From an optimization exercise on the open Yosys and OpenROAD flow, aimed at small area; shortcuts taken in it are not production practice. At most, simulation tests tie the RTL to the original design; equivalence was not proved. The RTL of runs 2 and 3 was laid out without a check of its function.

--- design/flow/run.sh ---
#!/bin/bash
# synth_recipe.tcl (not shown) runs the flow's synth.tcl, then flattens the netlist and writes it again
# the make line also repeats each setting of config.mk as NAME=value (left out here)
make -C /OpenROAD-flow-scripts/flow DESIGN_CONFIG=/design/flow/config.mk WORK_HOME=/design/flow/orfs CLKGATE_MAP_FILE= SYNTH_SCRIPT=/design/flow/synth_recipe.tcl finish
--- design/flow/config.mk ---
export PLATFORM = sky130hd
export DESIGN_NAME = osd_core
export DESIGN_NICKNAME = osd_core
export VERILOG_FILES = /design/flow/design.v
export SDC_FILE = /design/flow/constraint.sdc
export NUM_CORES = 4
export LEC_CHECK = 0
export CAP_MARGIN = 20
export CORE_MARGIN = 2
export CORE_UTILIZATION = 40
export SLEW_MARGIN = 20
--- design/flow/constraint.sdc ---
create_clock -name core_clock -period 25.0 [get_ports {pix_clk}]
set_input_delay 5.0000 -clock core_clock [delete_from_list [all_inputs] [get_ports {pix_clk}]]
set_output_delay 5.0000 -clock core_clock [all_outputs]
set_load 0.01 [all_outputs]
--- design/flow/design.v ---
`timescale 1ns / 1ps
module string_decoder #(
    parameter STRING_LENGTH = 60,
    parameter CHAR_ENCODING = 12,
    parameter DATA_WIDTH = 24,
    parameter PAGES = 2, 
    parameter PNG_W = 64,
    parameter PNG_H = 64,
    parameter LAST_CHAR = 383
    ) (
    input [CHAR_ENCODING*STRING_LENGTH-1 : 0] str, 
    input [STRING_LENGTH*DATA_WIDTH-1 : 0] str_color,
    input [5*CHAR_ENCODING-1:0] data_in,
    input enable_start,
    input [$clog2(STRING_LENGTH)-1:0] char_count,
    output reg [$clog2((LAST_CHAR-31)*6)-1:0] data_addr, 
    output reg [$clog2(PAGES*PNG_W*PNG_H)-1:0] pattern_addr,
    output reg [CHAR_ENCODING-1:0] char_width,
    output reg [CHAR_ENCODING-1:0] char_length,
    output reg [DATA_WIDTH-1:0] char_color 
);
always @(*) begin 
char_width = data_in[3*CHAR_ENCODING-1:2*CHAR_ENCODING];
char_length = data_in[2*CHAR_ENCODING-1:CHAR_ENCODING];
pattern_addr = PNG_W*data_in[4*CHAR_ENCODING-1:3*CHAR_ENCODING] + data_in[5*CHAR_ENCODING-1:4*CHAR_ENCODING] + data_in[CHAR_ENCODING-1:0]*PNG_W*PNG_H;
char_color = str_color[STRING_LENGTH*DATA_WIDTH - DATA_WIDTH*char_count - 1 -: DATA_WIDTH];
case (enable_start) 
1'b0: begin data_addr = 'd0; 
             end
1'b1: begin data_addr = (str[CHAR_ENCODING*STRING_LENGTH - CHAR_ENCODING*char_count - 1 -: CHAR_ENCODING] - 32)*6;
             end
endcase
end
endmodule
`timescale 1ns / 1ps
module modify_pixel #(
    parameter PAGES = 2,
    parameter PNG_W = 64,
    parameter PNG_H = 64,
    parameter FRAME_W = 640,
    parameter FRAME_H = 480,
    parameter STRING_LENGTH = 60,
    parameter DATA_WIDTH = 24,
    parameter MSB_BPP = 8,
    parameter CHAR_ENCODING = 12
    ) (
    input [$clog2(PAGES*PNG_W*PNG_H)-1:0] pattern_addr,
    input [MSB_BPP-1:0] pix_font,
    input [DATA_WIDTH-1:0] char_color,
    input [CHAR_ENCODING-1:0] char_width, 
    input [CHAR_ENCODING-1:0] char_length, 
    input [MSB_BPP-1:0] pix_data,
    input pix_clk, rstb, fval, lval, dval,
    input [$clog2(FRAME_W-2):0] start_x,
    input [$clog2(FRAME_H-2):0] start_y,
    output reg [$clog2(PAGES*PNG_W*PNG_H)-1:0] scan_addr,
    output reg [DATA_WIDTH-1:0] pix_modified, 
    output enable_start,
    output reg [$clog2(STRING_LENGTH)-1:0] char_count,
    output reg fval_out, dval_out, lval_out
);
reg start;
integer line, column, pixel_count;
parameter TOP_VALUE = 2**MSB_BPP - 1;
assign enable_start = start;
always @(posedge pix_clk) begin
    scan_addr <= pattern_addr;
    if (dval == 1) begin
        pixel_count <= pixel_count + 1;
        if ((start_y*FRAME_W + start_x-1 + line*FRAME_W == pixel_count) || start == 1'b1) begin
            start <= 1'b1; 
            if (start == 1'b1) begin
                if (column < char_width ) begin  
                    scan_addr <= pattern_addr + PNG_W*line + column;
                    pix_modified[DATA_WIDTH-1:DATA_WIDTH-MSB_BPP] <= (TOP_VALUE - pix_font)*pix_data/TOP_VALUE + char_color[DATA_WIDTH-1:DATA_WIDTH-MSB_BPP]*pix_font/TOP_VALUE;  
                    pix_modified[DATA_WIDTH-MSB_BPP-1:DATA_WIDTH-MSB_BPP*2] <= (TOP_VALUE - pix_font)*pix_data/TOP_VALUE + char_color[DATA_WIDTH-MSB_BPP-1:DATA_WIDTH-MSB_BPP*2]*pix_font/TOP_VALUE;  
                    pix_modified[DATA_WIDTH-2*MSB_BPP-1:DATA_WIDTH-MSB_BPP*3] <= (TOP_VALUE - pix_font)*pix_data/TOP_VALUE + char_color[DATA_WIDTH-2*MSB_BPP-1:DATA_WIDTH-MSB_BPP*3]*pix_font/TOP_VALUE;  
                    column <= column + 1; 
                end
                else if (column == char_width && line + 1 == char_length) begin  
                    start <= 1'b0;
                    line <= 0;
                    column <= 0;
                end
                else if (char_count + 1 == STRING_LENGTH) begin  
                    start <= 1'b0;
                    char_count <= 0;
                    column <= 0;
                    line <= line + 1;
                    scan_addr <= pattern_addr + PNG_W*line + column;
                    pix_modified[DATA_WIDTH-1:DATA_WIDTH-MSB_BPP] <= (TOP_VALUE - pix_font)*pix_data/TOP_VALUE + char_color[DATA_WIDTH-1:DATA_WIDTH-MSB_BPP]*pix_font/TOP_VALUE;  
                    pix_modified[DATA_WIDTH-MSB_BPP-1:DATA_WIDTH-MSB_BPP*2] <= (TOP_VALUE - pix_font)*pix_data/TOP_VALUE + char_color[DATA_WIDTH-MSB_BPP-1:DATA_WIDTH-MSB_BPP*2]*pix_font/TOP_VALUE;  
                    pix_modified[DATA_WIDTH-2*MSB_BPP-1:DATA_WIDTH-MSB_BPP*3] <= (TOP_VALUE - pix_font)*pix_data/TOP_VALUE + char_color[DATA_WIDTH-2*MSB_BPP-1:DATA_WIDTH-MSB_BPP*3]*pix_font/TOP_VALUE;  
                end
                else begin  
                    char_count <= char_count + 1;
                    column <= 0;
                    scan_addr <= pattern_addr + PNG_W*line + column;
                    pix_modified[DATA_WIDTH-1:DATA_WIDTH-MSB_BPP] <= (TOP_VALUE - pix_font)*pix_data/TOP_VALUE + char_color[DATA_WIDTH-1:DATA_WIDTH-MSB_BPP]*pix_font/TOP_VALUE;  
                    pix_modified[DATA_WIDTH-MSB_BPP-1:DATA_WIDTH-MSB_BPP*2] <= (TOP_VALUE - pix_font)*pix_data/TOP_VALUE + char_color[DATA_WIDTH-MSB_BPP-1:DATA_WIDTH-MSB_BPP*2]*pix_font/TOP_VALUE;  
                    pix_modified[DATA_WIDTH-2*MSB_BPP-1:DATA_WIDTH-MSB_BPP*3] <= (TOP_VALUE - pix_font)*pix_data/TOP_VALUE + char_color[DATA_WIDTH-2*MSB_BPP-1:DATA_WIDTH-MSB_BPP*3]*pix_font/TOP_VALUE;  
                end
            end
            else begin
                pix_modified <= {DATA_WIDTH/MSB_BPP{pix_data}};
            end  
        end
        else begin
            pix_modified <= {DATA_WIDTH/MSB_BPP{pix_data}};
        end
    end
    else begin
        pix_modified <= {DATA_WIDTH/MSB_BPP{pix_data}};
    end
    fval_out <= fval; dval_out <= dval; lval_out <= lval;
    if (fval == 0) begin 
        pixel_count <= 0;
        char_count <= 0;
        column <= 0;
        line <= 0;
    end
    if (rstb == 0) begin
        start <= 1'b0;
        pixel_count <= 0;
        char_count <= 0;
        column <= 0;
        line <= 0;
        scan_addr <= 0;
        pix_modified <= 0;
        fval_out <= 0; dval_out <= 0; lval_out <= 0;
    end
end
endmodule
`timescale 1ns / 1ps
module osd_core #(
    parameter STRING_LENGTH=4,
    parameter CHAR_ENCODING=8,
    parameter LAST_CHAR = 255,
    parameter DATA_WIDTH=24,
    parameter MSB_BPP=8,
    parameter PAGES=1,
    parameter PNG_W=256,
    parameter PNG_H=256,
    parameter FRAME_W=640,
    parameter FRAME_H=480
    ) (
    input pix_clk, rstb,
    input fval, dval, lval,
    input [CHAR_ENCODING*STRING_LENGTH-1:0] str,
    input [STRING_LENGTH*DATA_WIDTH-1:0] str_color,
    input [$clog2(FRAME_W-2):0] start_x,
    input [$clog2(FRAME_H-2):0] start_y,
    input [MSB_BPP-1:0] pix_data,
    output [$clog2((LAST_CHAR-31)*6)-1:0] data_addr,
    input [5*CHAR_ENCODING-1:0] data_in,
    output [$clog2(PAGES*PNG_W*PNG_H)-1:0] scan_addr,
    input [MSB_BPP-1:0] pix_font,
    output [DATA_WIDTH-1:0] pix_modified,
    output fval_out, dval_out, lval_out
);
wire [$clog2(PAGES*PNG_W*PNG_H)-1:0] pattern_add;
wire [DATA_WIDTH-1:0] char_color;
wire [CHAR_ENCODING-1:0] char_lengthh;
wire [CHAR_ENCODING-1:0] char_widthh;
wire [$clog2(STRING_LENGTH)-1:0] char_count;
wire start;
string_decoder #(.STRING_LENGTH(STRING_LENGTH), .CHAR_ENCODING(CHAR_ENCODING), .DATA_WIDTH(DATA_WIDTH), .PAGES(PAGES), .PNG_W(PNG_W), .PNG_H(PNG_H), .LAST_CHAR(LAST_CHAR))
d1 (
    .str(str),
    .str_color(str_color),
    .data_in(data_in),
    .enable_start(start),
    .data_addr(data_addr),
    .pattern_addr(pattern_add),
    .char_length(char_lengthh),
    .char_width(char_widthh),
    .char_count(char_count),
    .char_color(char_color)
);
modify_pixel #(.PAGES(PAGES), .PNG_W(PNG_W), .PNG_H(PNG_H), .FRAME_W(FRAME_W), .FRAME_H(FRAME_H), .STRING_LENGTH(STRING_LENGTH), .DATA_WIDTH(DATA_WIDTH), .MSB_BPP(MSB_BPP), .CHAR_ENCODING(CHAR_ENCODING))
d2 (
    .pattern_addr(pattern_add),
    .pix_font(pix_font),
    .scan_addr(scan_addr),
    .start_x(start_x),
    .start_y(start_y),
    .char_color(char_color),
    .char_length(char_lengthh),
    .char_width(char_widthh),
    .pix_clk(pix_clk),
    .rstb(rstb),
    .fval(fval),
    .lval(lval),
    .dval(dval),
    .pix_data(pix_data),
    .pix_modified(pix_modified),
    .enable_start(start),
    .char_count(char_count),
    .fval_out(fval_out),
    .lval_out(lval_out),
    .dval_out(dval_out)
);
endmodule
==> out/metrics.csv, run 1 <==
metric,value,unit
cp.arrival,20740,ps
finalSetupViolCount,0,
wl_per_cell,17.0,um
worst_hold_slack,488,ps
ant_nets,0,
finish.utilization,45.3,%
cts_resized,0,
initial_core_util,40.2,%
nets,4895,
clock-sinks,142,
fin_setup_tns,0,ps
gr-total-overflow,0,
synthCells,4019,
numCtsBuffers,17,
synth_edf_count,0,
crit_path_max_incr_delay,810,ps
fin_crit_sh,81.7,%
hold_viol_final,0,
outcome,"complete, no violations",
num_vias,29800,
crit_family,compound AO/OA/AOI/OAI gates,
maxSlewHeadroom,31.7,%
ys.warnings.count,2,
io_pins,264,
synthesis.area,0.0316,mm2
rows,103,
rsz0062_at_grt,false,
syn2layout_area_growth,12.9,%
die_w,285,um
drtIter0Drc,1883,
final_layout_size_suffix_gt1_share,6.21,%
dieHeight,285,um
avgSynthCellArea,7.85,um2
cap_viol_max_count,0,
cts_tree,yes,
routed_via_density,5.70,
grtUsageTotal,21.3,%
ys_seq_area_share,9.01,%
syn-num-nets,4739,
worst_setup_path_start_kind,input port,
finalWeightedCongestion,0.898,
cp_max_fo,13,
cp.required,25310,ps
grt_pass1_wl,146000,um
clkTransAtPathRegs,70,ps
crit_slowest_cell,mux2i_1,
antenna_cells,0,
holdCritPathClass,reg -> reg,
cts_setup_buffers,0,
synth_top_flop_cell,dfxtp_1,
tightest_slew,1020,ps
cp-end-kind,flip-flop,
clk_latency,440,ps
cts_hold_buf,0,
drc,0,
die_area,0.0812,mm2
first_pass_iters,6,
place_hpwl,71200,um
antenna_found_initial,1,
clockRootBuffer,clkbuf_16,
drt-total-wl,88800,um
async_reset_ff_share,0,%
core-area,0.0786,mm2
cts_buffer_depth,2,
finalCriticalPeriod,20430,ps
port_buffers,254,
worstSetupPathType,in -> reg,
crit_buf_inv,4,
fmax,49.0,MHz
ys_ff_latch,142,
drv_slew,0,
fin_worst_skew,15.3,ps
netlist-cell-type-count,132,
grt_pass1_vias,28000,
htree_levels,4,
grt_max_degree,69,
==> area by class of cell <==
class                           count  area, um2
Clock buffer                       20        457
Clock inverter                     12        101
Fill cell                        7959      43000
Inverter                          352       1320
Multi-Input combinational cell   3374      26800
Sequential cell                   142       2850
Tap cell                         1050       1310
Timing Repair Buffer              288       2800
==> Yosys cell counts (80+ instances only) <==
cell	number	area share, %
fa_1	163	10
clkbuf_1	114	1.4
inv_1	349	4.2
nor2_1	261	3.1
mux2i_1	88	2.8
a21oi_1	227	3.6
dfxtp_1	142	9.0
nand3_1	101	1.6
o21ai_0	154	2.4
nand2_1	343	4.1
and2_1	154	3.1
nor3_1	90	1.4
ha_1	347	14
xor2_1	95	2.6
xnor2_1	185	5.1
a21o_1	93	2.2
nor2b_1	80	1.6
==> registers in the layout, indices dropped and copies added, names as in the netlist <==
register / cells
d2.fval_out: 1
d2.scan_addr: 16
d2.line: 32
d2.char_count: 2
d2.pixel_count: 32
d2.lval_out: 1
d2.start: 1
d2.dval_out: 1
d2.pix_modified: 24
d2.column: 32
==> routing by layer <==
metal / global-route usage [%] / wire (um) / vias up
li1: - / - / 14800
met1: 31.3 / 44500 / 14300
met2: 34.1 / 39200 / 676
met3: 1.74 / 3740 / 72
met4: 3.91 / 1350 / 0
met5: 0 / 0 / -
==> worst paths after layout <==
kind / slack [ps] / end / cells past startpoint / startpoint
worst min register to register: 490 / d2.column[31] / 2 / d2.column[31]
worst max register to register: 7490 / d2.pix_modified[7] / 56 / d2.char_count[0]
worst min-delay path: 490 / d2.column[31] / 2 / d2.column[31]
worst max-delay path: 4570 / d2.pix_modified[7] / 55 / str_color[33]
==> cells in the final DEF, fill, tap and decap left out, drive strengths merged, types with 43 or more instances in the layout <==
cell type,netlist,final
a211oi,43,43
mux2i,88,88
and2,159,159
o21ai,180,180
nand4,46,46
nand2,343,343
ha,347,347
nor4,47,47
fa,163,163
inv,351,356
clkdlybuf4s50,0,254
nor2b,80,80
a21oi,240,240
a21o,93,93
xor2,97,97
a31oi,54,54
dfxtp,142,142
nor2,261,261
nor3,93,93
nand2b,45,45
xnor2,187,187
and3,59,59
nand3,102,102
==> kinds of logic (layout without fill, tap and decap cells) <==
kind of cell | count (synthesis) | count (layout) | share of synthesized area (%)
and+or+nand+nor | 1386 | 1386 | 22.8
AOI/OAI and AO/OA | 1043 | 1043 | 23.5
adders and majority gates | 517 | 517 | 24.3
buffers and inverters | 503 | 672 | 6.16
xor gates and xnor gates | 284 | 284 | 8.01
muxes | 143 | 143 | 6.18
DFF | 142 | 142 | 9.01
other | 1 | 1 | 0.0119
==> metrics by stage <==
step                area, um2  setup slack [ps]  std cells
detailed placement      35100              4240       5206
finish                  35600              4570       5238
global placement        35100              4360       5206
floorplan               31600              7760       4019
CTS                     35600              4680       5238
global route            35600              3470       5238
==> tightest hold or removal path: stages (launching register included) <==
cell and delay, ps:
dfxtp_1 330, a41oi_1 50, nor2_1 80
==> run 2: changes to the inputs <==
==> design/flow/design.v (replaced) <==
`timescale 1ns / 1ps
module osd_core (
    input pix_clk, rstb,
    input fval, dval, lval,
    input [31:0] str,
    input [95:0] str_color,
    input [10:0] start_x,
    input [9:0] start_y,
    input [7:0] pix_data,
    output [10:0] data_addr,
    input [39:0] data_in,
    output [15:0] scan_addr,
    input [7:0] pix_font,
    output [23:0] pix_modified,
    output fval_out, dval_out, lval_out
);
reg        start;
reg  [1:0] char_count;
reg  [7:0] column;
reg  [8:0] line;
reg  [8:0] prow;
reg  [9:0] pcol;
reg [15:0] scan_r;
reg [23:0] pix_r;
reg        fval_r, dval_r, lval_r;
assign scan_addr = scan_r;
assign pix_modified = pix_r;
assign fval_out = fval_r;
assign dval_out = dval_r;
assign lval_out = lval_r;
reg  [7:0] ch;
reg [23:0] color;
always @(*) begin
    case (char_count)
    2'd0: begin ch = str[31:24]; color = str_color[95:72]; end
    2'd1: begin ch = str[23:16]; color = str_color[71:48]; end
    2'd2: begin ch = str[15:8];  color = str_color[47:24]; end
    default: begin ch = str[7:0]; color = str_color[23:0]; end
    endcase
end
wire [9:0] rec = {2'b00, ch} + {1'b0, ch, 1'b0} + 10'd928;
assign data_addr = start ? {rec, 1'b0} : 11'd0;
wire [7:0] gx = data_in[39:32];
wire [7:0] gy = data_in[31:24];
wire [7:0] gw = data_in[23:16];
wire [7:0] gh = data_in[15:8];
wire col_end   = (column == gw);
wire last_line = ({1'b0, line} + 10'd1 == {2'b00, gh});
wire act       = dval & start & rstb;
wire hold      = act & col_end & last_line;    
wire blend     = act & ~(col_end & last_line);
wire last_char = (char_count == 2'd3);
wire [9:0] trow  = {1'b0, start_y[8:0]} + {1'b0, line};
wire match = (pcol == start_x[9:0]) && ({1'b0, prow} == trow);
wire pwrap = pcol[9] & (&pcol[6:0]);           
wire [7:0] a = pix_font & {8{blend}};
wire [7:0] p = pix_data & {8{rstb}};
wire [7:0] na = ~a;
wire [15:0] x1 = na * p;
wire [8:0]  s1 = {1'b0, x1[15:8]} + {1'b0, x1[7:0]} + 9'd1;
wire [7:0]  q1 = x1[15:8] + {7'd0, s1[8]};
function [7:0] chan;
    input [7:0] c;
    input [7:0] aa;
    input [7:0] qq;
    reg [15:0] x2;
    reg [8:0] s2;
    begin
        x2 = c * aa;
        s2 = {1'b0, x2[15:8]} + {1'b0, x2[7:0]} + 9'd1;
        chan = qq + x2[15:8] + {7'd0, s2[8]};
    end
endfunction
wire [23:0] pix_next = {chan(color[23:16], a, q1), chan(color[15:8], a, q1), chan(color[7:0], a, q1)};
always @(posedge pix_clk) begin
    fval_r <= fval & rstb;
    dval_r <= dval & rstb;
    lval_r <= lval & rstb;
    if (!hold) pix_r <= pix_next;
    scan_r <= ({gy, gx} + (blend ? {line[7:0], column} : 16'd0)) & {16{rstb}};
    if (!rstb)
        start <= 1'b0;
    else if (dval & (match | start))
        start <= ~(start & col_end & (last_line | last_char));
    if (!fval || !rstb) begin
        prow <= 9'd0;
        pcol <= 10'd1;
        char_count <= 2'd0;
        column <= 8'd0;
        line <= 9'd0;
    end else begin
        if (dval) begin
            pcol <= pwrap ? 10'd0 : pcol + 10'd1;
            prow <= prow + {8'd0, pwrap};
        end
        if (act) column <= col_end ? 8'd0 : column + 8'd1;
        if (act & col_end & ~last_line) char_count <= char_count + 2'd1;
        if (hold) line <= 9'd0;
        else if (act & col_end & last_char) line <= line + 9'd1;
    end
end
endmodule
--- a/design/flow/config.mk
+++ b/design/flow/config.mk
@@ -5,6 +5,7 @@
 export SDC_FILE = /design/flow/constraint.sdc
 export NUM_CORES = 4
 export LEC_CHECK = 0
+export ABC_AREA = 1
 export CAP_MARGIN = 20
 export CORE_MARGIN = 2
 export CORE_UTILIZATION = 40
==> run 2 against run 1 <==
Compared with the run above:
- critical path type is now in -> out
- via count fell by 48%
- cell count decreased by 41%
- critical path depth decreased by 36
- largest cell class unchanged
==> out/metrics.csv, run 2 <==
metric,value,unit,change
final_layout_size_suffix_gt1_share,2.77,%,-3.4 points
num_vias,15500,,-48%
cp.arrival,8410,ps,-12330 ps
synth_top_area_share,18.8,%,+5.0 points
grt_pass1_wl,79200,um,-46%
htree_levels,3,,-1
dieHeight,207,um,-27%
finish.utilization,48.3,%,+3.0 points
cp_max_fo,4,,-9
synth_area_leader_cell,fa_1,,
finalSetupViolCount,0,,unchanged
place_hpwl,40800,um,-43%
avgSynthCellArea,7.05,um2,-10%
synth_top_flop_cell,dfxtp_1,,
finalWeightedCongestion,0.914,,+1.7%
worst_setup_path_start_kind,input port,,
first_pass_iters,5,,-1
synthTopCellsByArea,"fa_1 (19%), ha_1 (18%), nand2_1 (13%), inv_1 (12%), dfxtp_1 (7.1%)",,
ys_seq_area_share,11.4,%,+2.4 points
synthTopCellsByCount,"nand2_1 (578), inv_1 (509), ha_1 (232)",,
clk_latency,380,ps,-60 ps
rsz0062_at_grt,false,,
io_pins,264,,unchanged
drc,0,,unchanged
cts_resized,0,,unchanged
r2r_start,line[0],,
antenna_found_initial,3,,+2
hold_end,prow[3],,
r2r_slack,15870,ps,+8380 ps
cts_buffer_depth,2,,unchanged
async_reset_ff_share,0,%,unchanged
tightest_slew,1050,ps,+30.3 ps
gr-total-overflow,0,,unchanged
postLayoutCellArea,0.0197,mm2,-45%
r2r_cells,47,,-16%
initial_core_util,40.4,%,+0.20 points
rows,74,,-28%
ys.warnings.count,1,,-1
top_register,pix_r,,
cap_viol_max_count,0,,unchanged
holdCritPathClass,reg -> reg,,
min_from,prow[3],,
routed_via_density,4.99,,-12%
die_area,0.0427,mm2,-47%
fin_crit_sh,53.6,%,-28 points
synthesis.area,0.0164,mm2,-48%
final_cell_mix,"nand2_1 (578), inv_1 (508), clkdlybuf4s50_1 (252)",,
clockRootBuffer,clkbuf_16,,
cts_setup_buffers,0,,unchanged
clkTransAtPathRegs,70,ps,about the same
synth_most_common_cell,nand2_1,,
grt_pass1_vias,15500,,-45%
drv_slew,0,,unchanged
fin_setup_tns,0,ps,unchanged
nets,3155,,-36%
fmax,74.6,MHz,+52%
hold_viol_final,0,,unchanged
drt-total-wl,49500,um,-44%
syn2layout_area_growth,19.8,%,
finalCriticalPeriod,13410,ps,-7010 ps
grtUsageTotal,23.7,%,+2.4 points
synthCells,2332,,-42%
outcome,"complete, no violations",,
wl_per_cell,16.0,um,-5.9%
core-area,0.0407,mm2,-48%
clock-sinks,82,,-42%
grt_max_degree,62,,-10%
port_buffers,252,,-0.79%
cp.required,20000,ps,-5310 ps
netlist-cell-type-count,54,,-59%
cts_hold_buf,0,,unchanged
maxSlewHeadroom,30.3,%,-1.4 points
ant_nets,0,,unchanged
min_path_cells,1,,-1
drtIter0Drc,856,,-55%
die_w,207,um,-27%
fin_worst_skew,11.1,ps,-4.17 ps
reg.largest.list,"pix_r: 24 flops, scan_r: 16 flops, pcol: 10 flops",,
worstSetupPathType,in -> out,,
crit-reg2reg-capture,pix_r[14],,
cp-end-kind,primary output,,
synth_edf_count,24,,+24
cts_tree,yes,,
numCtsBuffers,9,,-8
final_common_cell,nand2_1,,
largest_reg_flops,24,,
syn-num-nets,2928,,-38%
ys_ff_latch,82,,-42%
place_area,0.0194,mm2,-45%
[run 2: changes by cell type in the layout (fill, tap and decap cells not counted), sizes merged, moves of 88 or more]
| cell | previous run | this run |
|---|---|---|
| xnor2 | 187 | 28 |
| a21oi | 240 | 111 |
| nand2 | 343 | 591 |
| and2 | 159 | 0 |
| mux2i | 88 | 0 |
| inv | 356 | 525 |
| ha | 347 | 232 |
| o21ai | 180 | 42 |
[run 2: layer usage]
layer / up-vias / global-route usage (%) / routed length [um]
met3: 79 / 3.64 / 3040
li1: 7706 / - / -
met4: 0 / 8.92 / 1550
met5: - / 0 / 0
met1: 7260 / 30.8 / 22400
met2: 423 / 39.6 / 22500
[run 2: layout make-up]
cell class | instances | area [um2]
tap | 532 | 666
timing repair buffer | 261 | 2590
inverter | 521 | 1970
sequential | 82 | 1880
multi-input combinational | 1684 | 12300
fill | 4027 | 21100
antenna | 3 | 7.51
clock buffer | 10 | 229
clock inverter | 6 | 46.3
[run 2: worst max-delay path by stage]
stage	from	to	slack [ps]	cells past startpoint
floorplan	str[20]	data_addr[10]	12970	17
global placement	rstb	pix_r[14]	11460	41
detailed placement	rstb	pix_r[14]	11390	41
CTS	str[28]	data_addr[10]	11560	20
global route	rstb	pix_r[14]	11170	42
finish	str[20]	data_addr[10]	11590	19
[run 2: kinds of logic after synthesis]
logic type               after synthesis  synth area share (%)
AO/OA/AOI/OAI                        259                  9.56
AND/OR/NAND/NOR                      956                  24.5
adder cells (fa/ha/maj)              386                  36.4
flip-flops                            82                  11.4
XOR/XNOR                              82                  4.37
buffers and inverters                566                  13.7
other                                  1                0.0228
[run 2: through the flow]
stage / cells / setup slack [ps] / hold slack (ps)
global route: 3099 / 11170 / 506
global placement: 3080 / 11460 / 459
floorplan: 2332 / 12970 / 443
finish: 3099 / 11590 / 489
CTS: 3096 / 11560 / 488
detailed placement: 3080 / 11390 / 476
[run 2: worst max-delay path: stages]
cell and delay [ps]:
clkdlybuf4s50_1 410, a22o_1 230, o22ai_1 160, inv_1 70
ha_1 290, ha_1 280, inv_1 70, nor2_1 140
nor2_1 50, nor2_1 130, nor2_1 50, inv_1 50
a21oi_1 70, nor2_1 90, inv_1 60, o21ai_0 190
o21ai_0 100, a21oi_1 350, clkdlybuf4s50_1 620
==> run 3: changes to the inputs <==
--- a/design/flow/config.mk
+++ b/design/flow/config.mk
@@ -5,7 +5,6 @@
 export SDC_FILE = /design/flow/constraint.sdc
 export NUM_CORES = 4
 export LEC_CHECK = 0
-export ABC_AREA = 1
 export CAP_MARGIN = 20
 export CORE_MARGIN = 2
 export CORE_UTILIZATION = 40
==> run 3 against run 2 <==
Compared with the run above:
- maximum frequency decreased by 12%
- worst setup slack lost 1800 ps
- design area fell by 4.8%
- critical path depth grew 16
- core utilization up 1.2 points
- die area fell by 6.1%
- still clean
- global-route usage is 0.14 points higher
- cell count fell by 17%
- synthesized cell count down 22%
==> out/metrics.csv, run 3 <==
metric,value,unit,change
cp.arrival,15310,ps,+6900 ps
finalCriticalPeriod,15190,ps,+1780 ps
numCtsBuffers,9,,unchanged
place_hpwl,38100,um,-6.7%
worstSetupPathType,in -> reg,,
reg.largest.list,"pix_r: 24 flops, scan_r: 16 flops, pcol: 10 flops",,
final_layout_size_suffix_gt1_share,3.01,%,+0.24 points
async_reset_ff_share,0,%,unchanged
cap_viol_max_count,0,,unchanged
grt_max_degree,62,,unchanged
synth_top_area_share,20.0,%,+1.2 points
largest_reg_flops,24,,unchanged
cts_tree,yes,,
wl_per_cell,18.3,um,+15%
drtIter0Drc,643,,-25%
die_w,200,um,-3.1%
fin_worst_skew,13.8,ps,+2.68 ps
antenna_found_initial,4,,+1
finalSetupViolCount,0,,unchanged
cts_setup_buffers,0,,unchanged
ys.warnings.count,1,,unchanged
gr-total-overflow,0,,unchanged
netlist-cell-type-count,75,,+39%
clock-sinks,82,,unchanged
fmax,65.8,MHz,-12%
synth_most_common_cell,inv_1,,
ys_ff_latch,82,,unchanged
finish.utilization,49.5,%,+1.2 points
core-area,0.0378,mm2,-7.1%
fin_setup_tns,0,ps,unchanged
rows,71,,-4.1%
place_area,0.0184,mm2,-4.9%
initial_core_util,40.7,%,+0.39 points
synthesis.area,0.0154,mm2,-6.2%
worst_setup_path_start_kind,input port,,
cp.required,25130,ps,+5130 ps
syn2layout_area_growth,21.5,%,
rsz0062_at_grt,false,,
holdCritPathClass,reg -> reg,,
clockRootBuffer,clkbuf_16,,
final_common_cell,inv_1,,
first_pass_iters,6,,+1
nets,2648,,-16%
drv_slew,0,,unchanged
worst_hold_slack,504,ps,+14.6 ps
num_vias,13500,,-13%
drc,0,,unchanged
cp_max_fo,28,,+24
port_buffers,252,,unchanged
syn-num-nets,2426,,-17%
fillCellCount,3692,,-8.3%
routed_via_density,5.24,,+5.0%
drt-total-wl,47000,um,-5.0%
grtUsageTotal,23.8,%,+0.14 points
grt_pass1_wl,75400,um,-4.7%
cts_resized,0,,unchanged
synth_top_flop_cell,dfxtp_1,,
tightest_slew,1040,ps,-7.86 ps
outcome,"complete, no violations",,
synthCells,1830,,-22%
clkTransAtPathRegs,70,ps,about the same
die_area,0.0401,mm2,-6.1%
crit_path_max_incr_delay,550,ps,-70 ps
synth_area_leader_cell,fa_1,,
postLayoutCellArea,0.0187,mm2,-4.8%
r2r_start,line[2],,
hold_viol_final,0,,unchanged
cp-end-kind,flip-flop,,
synthTopCellsByCount,"inv_1 (253), ha_1 (232), nor2_1 (204)",,
maxSlewHeadroom,30.8,%,+0.52 points
io_pins,264,,unchanged
synthTopCellsByArea,"fa_1 (20%), ha_1 (19%), dfxtp_1 (7.5%), xnor2_1 (6.4%), inv_1 (6.2%)",,
grt_pass1_vias,13800,,-11%
clk_latency,380,ps,about the same
ys_seq_area_share,12.2,%,+0.76 points
crit_path_start,data_in[15],,
final_cell_mix,"inv_1 (253), clkdlybuf4s50_1 (252), ha_1 (232)",,
worst_path_most_repeated_cell,fa_1,,
cts_hold_buf,0,,unchanged
min_from,prow[8],,
htree_levels,3,,unchanged
fin_crit_sh,60.8,%,+7.1 points
avgSynthCellArea,8.43,um2,+20%
finalWeightedCongestion,0.884,,-3.3%
synth_edf_count,24,,unchanged
ant_nets,0,,unchanged
dieHeight,200,um,-3.1%
top_register,pix_r,,
cts_buffer_depth,2,,unchanged
crit_slowest_cell,fa_1,,
## run 3: cell count changes in the layout (fill, tap and decap cells not counted), sizes merged, moves of 17 or more
cell	change
a21o	+35
and2	+49
and3	+21
mux2i	+19
xnor2	+84
a222oi	+17
inv	-270
a21oi	-40
nand3	-57
a22o	-28
o22ai	-29
nand2	-397
## run 3: worst paths after layout
| check | to | slack [ps] | cells past startpoint |
|---|---|---|---|
| max | pix_r[22] | 9810 | 35 |
| min | prow[8] | 500 | 2 |
| max reg2reg | pix_r[22] | 14110 | 34 |
| min reg2reg | prow[8] | 500 | 2 |
## run 3: layout make-up
cell class              count  area (um2)  share of cell area, %
multi-input cells        1438       12300                   65.8
clock inverters             4        36.3                  0.194
clock buffers              12         246                   1.32
diodes                      3        7.51                 0.0401
inverters                 254         953                   5.09
flip-flops and latches     82        1880                   10.0
repair buffers            267        2640                   14.1
well taps                 511         639                   3.41
## run 3: cells by family (layout without fill, tap and decap cells)
kind of cell	count (synthesis)	after routing	synth area share (%)
buffers and inverters	310	537	7.77
adders and majority gates	398	398	39.6
AOI/OAI and AO/OA	260	260	11.6
xor gates and xnor gates	162	162	9.34
and+or+nand+nor	583	583	17.1
other	1	4	0.0243
muxes	34	34	2.33
DFF	82	82	12.2
## run 3: per-stage QoR
step	setup slack [ps]	instances
3_5_place_dp	9490	2552
5_1_grt	9170	2571
6_report	9810	2571
3_3_place_gp	9560	2552
4_1_cts	9830	2568
2_1_floorplan	11280	1830
## run 3: critical path, delay by kind of cell
family,cells,cell delay (ps)
adders and majority gates,11,4840
AOI/OAI and AO/OA,11,2360
and+or+nand+nor,6,1840
buffers and inverters,6,1140
xor gates and xnor gates,1,80
## run 3: metal layers
layer  routed length [um]  track usage [%]  up-vias
li1                     -                -     6486
met1                21600             32.2     6529
met2                21600             39.2      397
met4                 1180             6.90        2
met3                 2600             3.82       59
met5                   18                0        -

[port drivers added, routing unchanged]
In the flow no input, the clock included, has a driving cell. The finished layouts below were timed again as built, in two steps. Step 1 sets driving cells, clkbuf_16 on the clock port and buf_2 on the other inputs (assumed; they add their load-dependent delay and slew). Step 2 adds t to the input delays and takes it off the output delays; t is the mean of the earliest and latest rising clock arrival at the registers after step 1. Input paths then give back, and output paths get back, about the clock's delay inside the block. a / b / c = no drivers / after step 1 / after step 2; a / b = the first two.
| run | t (ns) | setup slack, ns | worst data-port slew with drivers (ns) |
|---|---|---|---|
| run 1 | 0.476 | 4.574 / 4.586 / 4.110 | 0.06 |
| run 2 | 0.435 | 11.589 / 11.557 / 11.310 | 0.08 |
| run 3 | 0.426 | 9.812 / 9.831 / 9.405 | 0.10 |
After both steps setup and hold are still met in every run listed. For run 1, which loses most, drivers alone change the setup slack by +0.012 ns; drivers and shift together by -0.464 ns.
